What follows belongs to an exercise in optimizing a design on an open flow for small area, a short achievable clock period and few clock cycles per item; a production flow would make more cautious choices.
The RTL was checked by simulation tests, not by an equivalence proof against the original design.
Power and IR drop assume default switching activity.

## job 2277
Design SME, start of the top module:
module SME(clk,reset,chardata,isstring,ispattern,valid,match,match_index);
input clk;
input reset;
input [7:0] chardata;
input isstring;
input ispattern;
output reg match;
output reg [4:0] match_index;
output reg valid;
reg [6:0] s [0:31];    
reg [5:0] len;         
reg       ps;          
reg       pp;          
reg       pc;          
reg [31:0] d;          
reg [2:0] blm1;        
wire [6:0] c = chardata[6:0];
wire is_dot    = (c == 7'h2E);
wire is_caret  = (c == 7'h5E);
wire is_dollar = (c == 7'h24);
integer k;
reg [31:0] eq, sp, lenis, mask, startok, endok, prev, dnext;
always @(*) begin
	for (k = 0; k < 32; k = k + 1) begin
		eq[k] = (s[k] == c);
		sp[k] = !(s[k][6] | (|s[k][4:0]));
		lenis[k] = (len[4:0] == k);
		mask[k] = (len > k);
	end
	startok[0] = 1'b1;
	for (k = 1; k < 32; k = k + 1) startok[k] = sp[k-1];
	for (k = 0; k < 31; k = k + 1) endok[k] = sp[k+1] | lenis[k+1];
	endok[31] = 1'b1;
	prev = (pp ? {d[30:0], pc} : 32'hFFFFFFFF) & mask;
  ...
For scale: ~280 flip-flops, ~19 I/O pins, roughly 13000 um^2 of cells after synthesis.
==> flow/config.mk <==
export PLATFORM = sky130hd
export DESIGN_NAME = SME
export DESIGN_NICKNAME = SME
export VERILOG_FILES = /design/flow/design.v
export SDC_FILE = /design/flow/constraint.sdc
export NUM_CORES = 4
export LEC_CHECK = 0
export CAP_MARGIN = 20
export CORE_MARGIN = 2
export CORE_UTILIZATION = 60
export CTS_BUF_LIST = sky130_fd_sc_hd__clkbuf_4 sky130_fd_sc_hd__clkbuf_8
export PLACE_DENSITY = 0.75
export SETUP_SLACK_MARGIN = 2.9
export SLEW_MARGIN = 20
==> flow/constraint.sdc <==
create_clock -name core_clock -period 5.0 [get_ports {clk}]
set_input_delay 1.0000 -clock core_clock [delete_from_list [all_inputs] [get_ports {clk}]]
set_output_delay 1.0000 -clock core_clock [all_outputs]
set_load 0.01 [all_outputs]
standard.sh (not shown) runs the stock make flow with config.mk's settings and CLKGATE_MAP_FILE= SYNTH_SCRIPT=/design/flow/synth_recipe.tcl, a recipe that flattens the netlist after the stock synthesis.
==> flow/flow/run.sh <==
#!/bin/bash
set -euo pipefail
cp config.mk my_config.mk
cat >> my_config.mk <<'EOC'
export CTS_ARGS = -sink_clustering_enable -repair_clock_nets -dont_use_dummy_load -buf_list {sky130_fd_sc_hd__clkbuf_4 sky130_fd_sc_hd__clkbuf_8}
EOC
sed "s#DESIGN_CONFIG=[^ ]*#DESIGN_CONFIG=$PWD/my_config.mk#" standard.sh > my_standard.sh
bash my_standard.sh > standard.log 2>&1
Testbench counts of job 2277, summed over its fixed seeds: cycles 21,057, items 2,412.
### job 2277 -> job 4170
Settings: swapping 20 for 10 in SLEW_MARGIN; clearing PLACE_DENSITY, which used to be 0.75; swapping 2.9 for 3.0 in SETUP_SLACK_MARGIN; swapping sky130_fd_sc_hd__clkbuf_4 sky130_fd_sc_hd__clkbuf_8 for sky130_fd_sc_hd__clkbuf_8 in CTS_BUF_LIST; swapping 20 for 10 in CAP_MARGIN; swapping 60 for 40 in CORE_UTILIZATION.
-- flow/flow/run.sh --
<<< job 2277, line 5
export CTS_ARGS = -sink_clustering_enable -repair_clock_nets -dont_use_dummy_load -buf_list {sky130_fd_sc_hd__clkbuf_4 sky130_fd_sc_hd__clkbuf_8}
>>> job 4170, line 5
export CTS_ARGS = -sink_clustering_enable -repair_clock_nets -dont_use_dummy_load -sink_clustering_size 22 -sink_clustering_max_diameter 45 -buf_list {sky130_fd_sc_hd__clkbuf_8}
--- outcome ---
Job 4170 vs job 2277, clock latency on the worst-skew pair went up by 0.05 ns. Job 4170 vs job 2277 on number of fillers in the final layout: job 4170 is the higher one. Worst path arrival time delta for job 4170 relative to job 2277: 0.06 ns higher. Diff job 2277 -> job 4170: global-route wire length before repair rose by 1400 um, post-layout total power fell by 5.4%, wire length rose by 2200 um. Diff job 2277 -> job 4170: cell area higher, global-route usage fell by 8.5 points, combinational gate power did not really move, count of clock-net buffers in the final layout went down. | final worst-path setup slack | lower: job 2277 |.
#### Input delta (job 2023 over job 4170)
-- flow/flow/run.sh --
<<< job 4170, line 5
export CTS_ARGS = -sink_clustering_enable -repair_clock_nets -dont_use_dummy_load -sink_clustering_size 22 -sink_clustering_max_diameter 45 -buf_list {sky130_fd_sc_hd__clkbuf_8}
>>> job 2023, line 5
export CTS_ARGS = -sink_clustering_enable -repair_clock_nets -dont_use_dummy_load -sink_clustering_size 16 -sink_clustering_max_diameter 50 -buf_list {sky130_fd_sc_hd__clkbuf_8}
==> notes.md <==
Job 2023 reports a higher critical path depth than job 4170 does.
Any difference in buffer and inverter count on the worst path between job 2023 and job 4170 is small enough to ignore.
Sort job 2023 and job 4170 by count of clock-buffer cells in the layout, descending, and job 4170 comes first.
From job 4170 to job 2023 the numbers moved as follows: detailed placement HPWL did not really move, net count of the mapped netlist did not really move, number of search-and-repair iterations in the first detailed-routing pass went down.
diff inputs: job 2023 => job 2060
Settings: changing CAP_MARGIN from 10 to 20; changing CTS_BUF_LIST from sky130_fd_sc_hd__clkbuf_8 to sky130_fd_sc_hd__clkbuf_4 sky130_fd_sc_hd__clkbuf_8; changing SETUP_SLACK_MARGIN from 3.0 to 2.9; changing SLEW_MARGIN from 10 to 20.
-- flow/flow/run.sh --
<<< job 2023, line 5
export CTS_ARGS = -sink_clustering_enable -repair_clock_nets -dont_use_dummy_load -sink_clustering_size 16 -sink_clustering_max_diameter 50 -buf_list {sky130_fd_sc_hd__clkbuf_8}
>>> job 2060, line 5
export CTS_ARGS = -sink_clustering_enable -repair_clock_nets -dont_use_dummy_load -sink_clustering_size 20 -sink_clustering_max_diameter 60 -buf_list {sky130_fd_sc_hd__clkbuf_8}
Side by side, number of vias per cell turned out higher in job 2060 than in job 2023. Comparing job 2060 against job 2023, there is no change at all in x dimension of the die. Going from job 2023 to job 2060, internal power consumption shrank by a few percent. As of job 2060, power in combinational cells had risen by a few percent compared to job 2023. Job 2023 -> job 2060: die area delta 0, exact match. Comparing job 2060 against job 2023, there is no change at all in depth of the worst register-to-register path. Looking at share of power burned in the clock network, job 2060 sits below job 2023. Wire length of the first global-routing pass in job 2060 vs job 2023: down 290 um. Weighted congestion reported at the end of routability-driven placement grows by a few percent when moving from job 2023 to job 2060. Job 2060 improves on job 2023 in total power after layout. The lower share of the cycle needed by the critical path after routing of job 2060 and job 2023 is in job 2023.
diff inputs: job 2060 => job 723
Settings: a change of CTS_BUF_LIST from sky130_fd_sc_hd__clkbuf_4 sky130_fd_sc_hd__clkbuf_8 to sky130_fd_sc_hd__clkbuf_8; an added TNS_END_PERCENT of 10; a change of SLEW_MARGIN from 20 to 10; a change of CAP_MARGIN from 20 to 10; a change of SETUP_SLACK_MARGIN from 2.9 to 3.0.
-- flow/flow/run.sh --
<<< job 2060, line 5
export CTS_ARGS = -sink_clustering_enable -repair_clock_nets -dont_use_dummy_load -sink_clustering_size 20 -sink_clustering_max_diameter 60 -buf_list {sky130_fd_sc_hd__clkbuf_8}
>>> job 723, line 5
export CTS_ARGS = -sink_clustering_enable -repair_clock_nets -dont_use_dummy_load -sink_clustering_size 16 -sink_clustering_max_diameter 50 -buf_list {sky130_fd_sc_hd__clkbuf_8}
Results
[compare] base=job 2060 new=job 723: number of cells on the worst hold path was more or less identical; sequential share of power went down by 3.3 points; post-layout minimum cycle time went up by 0.032 ns.
Reported for job 723 and job 2060, post-synthesis xor/xnor area fraction turned out identical to the last digit.
Job 2060 vs job 723, critical path launch point: d[5]$_DFF_P_ vs chardata[6]
Looking at number of fill cells across job 723 and job 2060, the one that comes out higher is job 2060.
Startpoint-to-endpoint class of the critical path = primary input to register: job 723; startpoint-to-endpoint class of the critical path = register to register: job 2060
Comparing job 723 and job 2060, number of signal-net buffers in the layout is lower on job 723.
Job 723 reached the end of the flow, and the finished layout is clean on the timing, design-rule and antenna checks.
Measured against each other, job 723 and job 2060 differ in total length of routed wires, the lower figure coming from job 2060.
Relative to job 723, the following input files were edited for job 1594:
Settings: TNS_END_PERCENT no longer set, was 10; SETUP_SLACK_MARGIN now 2.9, was 3.0; CAP_MARGIN now 20, was 10; SLEW_MARGIN now 20, was 10; CTS_BUF_LIST now sky130_fd_sc_hd__clkbuf_4 sky130_fd_sc_hd__clkbuf_8, was sky130_fd_sc_hd__clkbuf_8.
-- flow/flow/run.sh --
<<< job 723, line 5
export CTS_ARGS = -sink_clustering_enable -repair_clock_nets -dont_use_dummy_load -sink_clustering_size 16 -sink_clustering_max_diameter 50 -buf_list {sky130_fd_sc_hd__clkbuf_8}
>>> job 1594, line 5
export CTS_ARGS = -sink_clustering_enable -repair_clock_nets -dont_use_dummy_load -buf_list {sky130_fd_sc_hd__clkbuf_4 sky130_fd_sc_hd__clkbuf_8}
==> notes.md <==
Taking job 723 as the reference, in job 1594 wire length dropped 3.5%, clock power up about 25%, setup slack increased by 0.045 ns relative to the old numbers. The sequential share of layout area number comes out higher for job 723 vs job 1594. Job 723 ended up with fewer cell instances than job 1594 did. Comparing job 1594 against job 723, there is no change at all in area after synthesis. Re total number of vias: job 1594 and job 723 aren't equal, and the lower value belongs to job 723. Per the comparison of job 1594 with job 723, worst slack after detailed placement saw a decrease; multi-input gate area in the final layout now larger; part of the total power dissipated in the clock network climbed 4.9 points.

Setup of v42:
The RTL this note starts from:
==> flow/design.v <==
module SME(clk,reset,chardata,isstring,ispattern,valid,match,match_index);
input clk;
input reset;
input [7:0] chardata;
input isstring;
input ispattern;
output reg match;
output reg [4:0] match_index;
output reg valid;
reg [6:0] s [0:31];    
reg [5:0] len;         
reg       ps;          
reg       pp;          
reg       pc;          
reg [31:0] d;          
reg [2:0] blm1;        
wire [6:0] c = chardata[6:0];
wire is_dot    = (chardata == 8'h2E);
wire is_caret  = (chardata == 8'h5E);
wire is_dollar = (chardata == 8'h24);
integer k;
reg [31:0] eq, sp, lenis, mask, startok, endok, prev, dnext;
always @(*) begin
	for (k = 0; k < 32; k = k + 1) begin
		eq[k] = (s[k] == c);
		sp[k] = (s[k] == 7'h20);
		lenis[k] = (len[4:0] == k);
		mask[k] = (len > k);
	end
	startok[0] = 1'b1;
	for (k = 1; k < 32; k = k + 1) startok[k] = sp[k-1];
	for (k = 0; k < 31; k = k + 1) endok[k] = sp[k+1] | lenis[k+1];
	endok[31] = 1'b1;
	if (!pp)      prev = mask;
	else if (pc)  prev = startok & mask;
	else          prev = {d[30:0], 1'b0} & mask;
	dnext = (prev & (eq | {32{is_dot}})) | ({32{is_dollar}} & d & endok);
end
function [2:0] pe8;
	input [7:0] x;
	begin
		if (x[0])      pe8 = 3'd0;
		else if (x[1]) pe8 = 3'd1;
		else if (x[2]) pe8 = 3'd2;
		else if (x[3]) pe8 = 3'd3;
		else if (x[4]) pe8 = 3'd4;
		else if (x[5]) pe8 = 3'd5;
		else if (x[6]) pe8 = 3'd6;
		else           pe8 = 3'd7;
	end
endfunction
reg [3:0] anyg, selg;
reg [4:0] idxg [0:3];
reg [4:0] idx;
reg [3:0] dif;
always @(*) begin
	for (k = 0; k < 4; k = k + 1) begin
		anyg[k] = |d[8*k +: 8];
		dif = {1'b0, pe8(d[8*k +: 8])} - {1'b0, blm1};
		idxg[k] = {k[1:0] - {1'b0, dif[3]}, dif[2:0]};
	end
	selg[0] = anyg[0];
	selg[1] = !anyg[0] && anyg[1];
	selg[2] = !anyg[0] && !anyg[1] && anyg[2];
	selg[3] = !anyg[0] && !anyg[1] && !anyg[2];
	idx = ({5{selg[0]}} & idxg[0]) | ({5{selg[1]}} & idxg[1]) |
	      ({5{selg[2]}} & idxg[2]) | ({5{selg[3]}} & idxg[3]);
end
always @(posedge clk) begin
	if (isstring)
		for (k = 0; k < 32; k = k + 1)
			if ((ps ? lenis[k] : (k == 0)))
				s[k] <= c;
	d <= dnext;
	if (!is_dollar)
		blm1 <= (!pp || pc) ? 3'd0 : blm1 + 3'd1;
	match <= |anyg;
	match_index <= idx;
end
always @(posedge clk or posedge reset) begin
	if (reset) begin
		len <= 6'd0;
		ps <= 1'b0;
		pp <= 1'b0;
		pc <= 1'b0;
		valid <= 1'b0;
	end else begin
		ps <= isstring;
		pp <= ispattern;
		if (isstring)
			len <= (ps ? len : 6'd0) + 6'd1;
		pc <= ispattern && !pp && is_caret;
		valid <= pp && !ispattern;
	end
end
endmodule
Settings: LEC_CHECK=0, CAP_MARGIN=20, CORE_MARGIN=2, CORE_UTILIZATION=40, CTS_BUF_LIST=sky130_fd_sc_hd__clkbuf_4 sky130_fd_sc_hd__clkbuf_8, SETUP_SLACK_MARGIN=2.8, SLEW_MARGIN=20; clock period 5.0 ns.
run.sh (not shown) runs the stock make flow with config.mk's settings and CLKGATE_MAP_FILE= SYNTH_SCRIPT=/design/flow/synth_recipe.tcl, a recipe that flattens the netlist after the stock synthesis.
Stock flow here: none of the scripts above is used.
Testbench counts of v42, summed over its fixed seeds: cycles 21,057, items 2,412.
[inputs] v4 vs v42
# v42
export LEC_CHECK = 0
export CAP_MARGIN = 20
export CORE_MARGIN = 2
export CORE_UTILIZATION = 40
export CTS_BUF_LIST = sky130_fd_sc_hd__clkbuf_4 sky130_fd_sc_hd__clkbuf_8
export SETUP_SLACK_MARGIN = 2.8
export SLEW_MARGIN = 20
create_clock -name core_clock -period 5.0 [get_ports {clk}]
# v4
export LEC_CHECK = 0
export CAP_MARGIN = 20
export CORE_MARGIN = 2
export CORE_UTILIZATION = 40
export SETUP_SLACK_MARGIN = 2.9
export SLEW_MARGIN = 20
create_clock -name core_clock -period 5.0 [get_ports {clk}]
Findings:
- v42 has lower final area than v4.
- v4 vs v42: sequential fraction of design power down in v4
- v4 ends up with a global-route usage that is 0.44 points higher than in v42.
- What v4 reported for power has to be multiplied by 0.882 to get the figure for v42.
- The buffer and inverter count on the worst path in v4 sits 4 above the value recorded for v42.
What v21 does differently from v4 at the input level:
# v4
export LEC_CHECK = 0
export CAP_MARGIN = 20
export CORE_MARGIN = 2
export CORE_UTILIZATION = 40
export SETUP_SLACK_MARGIN = 2.9
export SLEW_MARGIN = 20
create_clock -name core_clock -period 5.0 [get_ports {clk}]
# v21
export LEC_CHECK = 0
export CAP_MARGIN = 20
export CORE_MARGIN = 2
export CORE_UTILIZATION = 40
export CTS_BUF_LIST = sky130_fd_sc_hd__clkbuf_4 sky130_fd_sc_hd__clkbuf_8
export SETUP_SLACK_MARGIN = 2.9
export SLEW_MARGIN = 20
create_clock -name core_clock -period 5.0 [get_ports {clk}]
==> flow/flow/run.sh (new file) <==
#!/bin/bash
set -euo pipefail
cp config.mk my_config.mk
cat >> my_config.mk <<'EOC'
export CTS_ARGS = -sink_clustering_enable -repair_clock_nets -dont_use_dummy_load -buf_list {sky130_fd_sc_hd__clkbuf_4 sky130_fd_sc_hd__clkbuf_8}
EOC
sed "s#DESIGN_CONFIG=[^ ]*#DESIGN_CONFIG=$PWD/my_config.mk#" standard.sh > my_standard.sh
bash my_standard.sh > standard.log 2>&1
==> flow/standard.sh (new file) <==
#!/bin/bash
# synth_recipe.tcl (not shown) runs the flow's synth.tcl, then flattens the netlist and writes it again
# the make line also repeats each setting of config.mk as NAME=value (left out here)
make -C /OpenROAD-flow-scripts/flow DESIGN_CONFIG=/design/flow/config.mk WORK_HOME=/design/flow/orfs CLKGATE_MAP_FILE= SYNTH_SCRIPT=/design/flow/synth_recipe.tcl "${@:-finish}"
removed: flow/run.sh
Results
- v21 and v4 ended up with nearly the same clock edge transition at the registers on the reported setup and hold paths.
- Total stage count of the critical path in v21 is 2 above v4.
- Register-to-register slack delta (v21 -> v4): insignificant
- Against v4, v21 comes in about 12% lower on net switching power of the design.
- Between v21 and v4, the sequential share of layout area is higher for v21.
- Compared with v4, v21 shows a share of post-route cells with drive strength above 1 that is 2.4 points lower.
- The via density per instance on v4 is in line with that on v21.
- Synthesis-to-layout area growth in v21 vs v4: down 7.0 points
- Per the comparison of v21 with v4, area of all placed cells without fillers -about 6%; hold slack -16 ps.
Changes in v44 relative to v21:
diff --git a/flow/flow/run.sh b/flow/flow/run.sh
--- a/flow/flow/run.sh
+++ b/flow/flow/run.sh
@@ -5 +5 @@
-export CTS_ARGS = -sink_clustering_enable -repair_clock_nets -dont_use_dummy_load -buf_list {sky130_fd_sc_hd__clkbuf_4 sky130_fd_sc_hd__clkbuf_8}
+export CTS_ARGS = -sink_clustering_enable -repair_clock_nets -dont_use_dummy_load -sink_clustering_size 16 -sink_clustering_max_diameter 50 -buf_list {sky130_fd_sc_hd__clkbuf_8 sky130_fd_sc_hd__clkbuf_16}
Findings:
Looking at clock buffer instance count of the final layout, v44 sits below v21. Compared with v21, in v44 relative area change from synthesis to final layout picked up an extra 2.8 points; number of antenna violations at the first check in global routing about even. Diff v44..v21 | part of the power in combinational logic | negligible. Portion of the layout cell area used by non-clock buffers ends up lower on v21.
diff inputs: v44 => v11
==> flow/flow/run.sh <==
#!/bin/bash
set -euo pipefail
cp config.mk my_config.mk
cat >> my_config.mk <<'EOC'
export CTS_ARGS = -sink_clustering_enable -repair_clock_nets -dont_use_dummy_load -sink_clustering_size 12 -sink_clustering_max_diameter 40 -buf_list {sky130_fd_sc_hd__clkbuf_4 sky130_fd_sc_hd__clkbuf_8}
EOC
sed "s#DESIGN_CONFIG=[^ ]*#DESIGN_CONFIG=$PWD/my_config.mk#" standard.sh > my_standard.sh
bash my_standard.sh > standard.log 2>&1
Results
- v11 went all the way through synthesis, placement and routing and the layout is clean on timing, DRC and antenna.
- v11 against v44: delay of the slowest cell on the worst path saw an increase, count of H-tree levels built during CTS rose 1, proportion of power drawn by combinational gates now sits higher, sequential cell area comparable, met2 track demand over resource in global routing dropped 1.1 points.

==> re-timing with driven ports <==
The results above use ideal ports. As a check the final layouts listed here were re-extracted and re-timed, cells and wires unchanged.
Step 1: set_driving_cell puts a clkbuf_16 on clk and a buf_2 on each other input, an assumption about the parent block.
Step 2 times the ports against the registers' clock, not the clock port: input delays grow and output delays shrink by t, the midpoint of the rising clock arrivals with the driver on.
Three values: no drivers, after step 1, after step 2; two values: the first two.
run	shift t [ns]	slack for setup (ns)	hold WS [ns]	worst register clock-pin slew, ns	worst data-port slew with drivers (ns)
job 2277	0.579	2.836 / 2.836 / 2.347	0.554 / 0.554 / 0.554	0.07 / 0.07	0.07
job 4170	0.621	2.843 / 2.809 / 2.187	0.546 / 0.546 / 0.546	0.10 / 0.10	0.22
job 2023	0.617	2.896 / 2.879 / 2.261	0.540 / 0.540 / 0.540	0.09 / 0.09	0.22
job 2060	0.585	2.842 / 2.842 / 2.377	0.526 / 0.526 / 0.526	0.12 / 0.12	0.06
job 723	0.622	2.809 / 2.786 / 2.164	0.522 / 0.522 / 0.522	0.09 / 0.09	0.23
job 1594	0.586	2.854 / 2.854 / 2.340	0.515 / 0.515 / 0.515	0.06 / 0.06	0.06
v42	0.595	2.772 / 2.764 / 2.169	0.477 / 0.477 / 0.477	0.07 / 0.07	0.20
v4	0.556	2.859 / 2.726 / 2.170	0.509 / 0.509 / 0.509	0.06 / 0.06	0.22
v21	0.599	2.890 / 2.801 / 2.202	0.493 / 0.493 / 0.493	0.06 / 0.06	0.20
v44	0.605	2.829 / 2.793 / 2.188	0.491 / 0.491 / 0.491	0.07 / 0.07	0.22
v11	0.582	2.847 / 2.766 / 2.184	0.495 / 0.495 / 0.495	0.08 / 0.08	0.22
After both steps setup and hold are still met in every run listed. For v4, which loses most, drivers alone change the setup slack by -0.133 ns; drivers and shift together by -0.689 ns.
